This is an optimization exercise on Yosys and OpenROAD, whose aim is small area and a short achievable clock period, not a production implementation.
Only simulation tests tie the RTL to the original design; equivalence was not proved.

==> job 4733: inputs <==
## systolic_array
module systolic_array(
    inp_west0, inp_west4, inp_west8, inp_west12,
    inp_north0, inp_north1, inp_north2, inp_north3,
    result0, result1, result2, result3, result4, result5, result6, result7,
    result8, result9, result10, result11, result12, result13, result14, result15,
    clk, rst, count
);
clock: 7.0 ns
lec_check: 0
cap_margin: 20
core_margin: 2
core_utilization: 40
setup_slack_margin: 2.0
slew_margin: 20
synth_hierarchical: 1
tns_end_percent: 0
run.sh (not shown) runs the stock make flow with config.mk's settings and CLKGATE_MAP_FILE= SYNTH_SCRIPT=/design/flow/synth_recipe.tcl, a recipe that flattens the netlist after the stock synthesis.
==> inputs of job 3348, as changes to job 4733 <==
CORE_UTILIZATION = 60   (was 40)
==> comparison table <==
|  | job 3348 | job 4733 |
|---|---|---|
| Result of the run | complete, no violations | complete, no violations |
| Final Instance Count excl. Fillers | 20110 | 21960 |
| Setup ws final | 1.257 ns | 1.257 ns |
| Standard cell core area | 256700 um2 | 385700 um2 |
| Largest clock skew in the final design | 0.04523 ns | 0.06526 ns |
| Wire length on met1 | 186800 um | 202300 um |
| Starting utilization of the core area | 60.35% | 40.16% |
| Max-Slew Margin vs Limit | 20.95% | 28.13% |
| DRC marker count from the first detailed-route iteration | 10390 | 7741 |
| Number of clock-tree buffers in the layout | 144 | 165 |
| Critical hold path startpoint | e3_1[12]$_SDFF_PP1_ | count[7]$_SDFF_PP0_ |
| Sum of routed wire length over all layers | 505100 um | 519600 um |

* * *

==> inputs of exp/zinc <==
Another version of the RTL of systolic_array (not shown whole).
make LEC_CHECK=0 CAP_MARGIN=20 CORE_MARGIN=2 CORE_UTILIZATION=40 SETUP_SLACK_MARGIN=2.0 SLEW_MARGIN=20 SYNTH_HIERARCHICAL=1 TNS_END_PERCENT=0 finish   # period 7.0 ns
==> exp/sierra (differences from exp/zinc) <==
==> flow/flow/run.sh (new file) <==
#!/bin/bash
# The standard layout, with plain buf_2 cells as the port buffers instead of the
# delay buffer that buffer_ports picks by default. Every port still gets a buffer.
set -euo pipefail
export BUFFER_PORTS_ARGS="-buffer_cell sky130_fd_sc_hd__buf_2"
bash standard.sh > standard_flow.log 2>&1
==> flow/standard.sh (new file) <==
#!/bin/bash
# synth_recipe.tcl (not shown) runs the flow's synth.tcl, then flattens the netlist and writes it again
# the make line also repeats each setting of config.mk as NAME=value (left out here)
make -C /OpenROAD-flow-scripts/flow DESIGN_CONFIG=/design/flow/config.mk WORK_HOME=/design/flow/orfs CLKGATE_MAP_FILE= SYNTH_SCRIPT=/design/flow/synth_recipe.tcl "${@:-finish}"
removed: flow/run.sh
==> comparison <==
Core utilization: exp/sierra is lower than exp/zinc (1.2 points).
Between exp/zinc and exp/sierra, the lower worst setup slack is in exp/zinc (gap 42 ps).
Of exp/zinc and exp/sierra, exp/zinc has the higher worst hold slack (gap 4.1 ps).
In exp/zinc the register-to-register slack is lower than in exp/sierra, by 30 ps.
Between exp/sierra and exp/zinc, the lower count of clock-buffer cells in the layout is in exp/zinc (gap 1).
In critical path depth, exp/zinc and exp/sierra do not differ.
==> figures <==
metric                                                                   exp/zinc      exp/sierra
Status                                                             finished clean  finished clean
Final net count                                                             20040           19820
Met2 wire length                                                         232.6 mm        233.0 mm
Biggest cell delay along the critical path                                 590 ps          640 ps
Post-DP HPWL                                                             403.9 mm        396.2 mm
Number of antenna violations at the first check in global routing              37              17
Transition time at the pin with the least slew margin                     1140 ps         1038 ps
Number of standard cells in the layout, taps in and fillers out             22190           21970
Critical R2R Capture                                                     acc3[30]        acc2[30]
Sequential Area                                                       21140 sq um     21240 sq um
Crit path to                                                             acc0[25]        acc0[31]
Per-cell via count in the routed design                                     5.442           5.465
Final-layout fill cell count                                                36910           37310
Summed area of non-filler cells in the final layout                  173000 sq um    168400 sq um
Post-detailed-placement cell area                                    163700 sq um    158900 sq um

[what the ideal ports hide]
Ports are ideal in the flow. The routed layouts listed here were re-timed in OpenROAD. Step 1 sets driving cells, clkbuf_16 on the clock port and buf_2 on the other inputs (assumed; they add their load-dependent delay and slew). Step 2 times the ports against the registers' clock, not the clock port: input delays grow and output delays shrink by t, the midpoint of the rising clock arrivals with the driver on. Slacks: ideal ports / drivers / drivers and shift; pairs: ideal ports / drivers.
run	t (ns)	slack for setup (ns)	latest minus earliest clock arrival (ns)
job 4733	0.978	1.257 / 1.152 / 0.173	0.069 / 0.069
job 3348	0.867	1.257 / 1.304 / 0.437	0.045 / 0.045
exp/zinc	0.965	1.911 / 1.959 / 0.994	0.074 / 0.075
exp/sierra	0.998	1.953 / 2.016 / 1.027	0.104 / 0.105
After both steps setup and hold are still met in every run listed. For job 4733, which loses most, drivers alone change the setup slack by -0.105 ns; drivers and shift together by -1.084 ns.
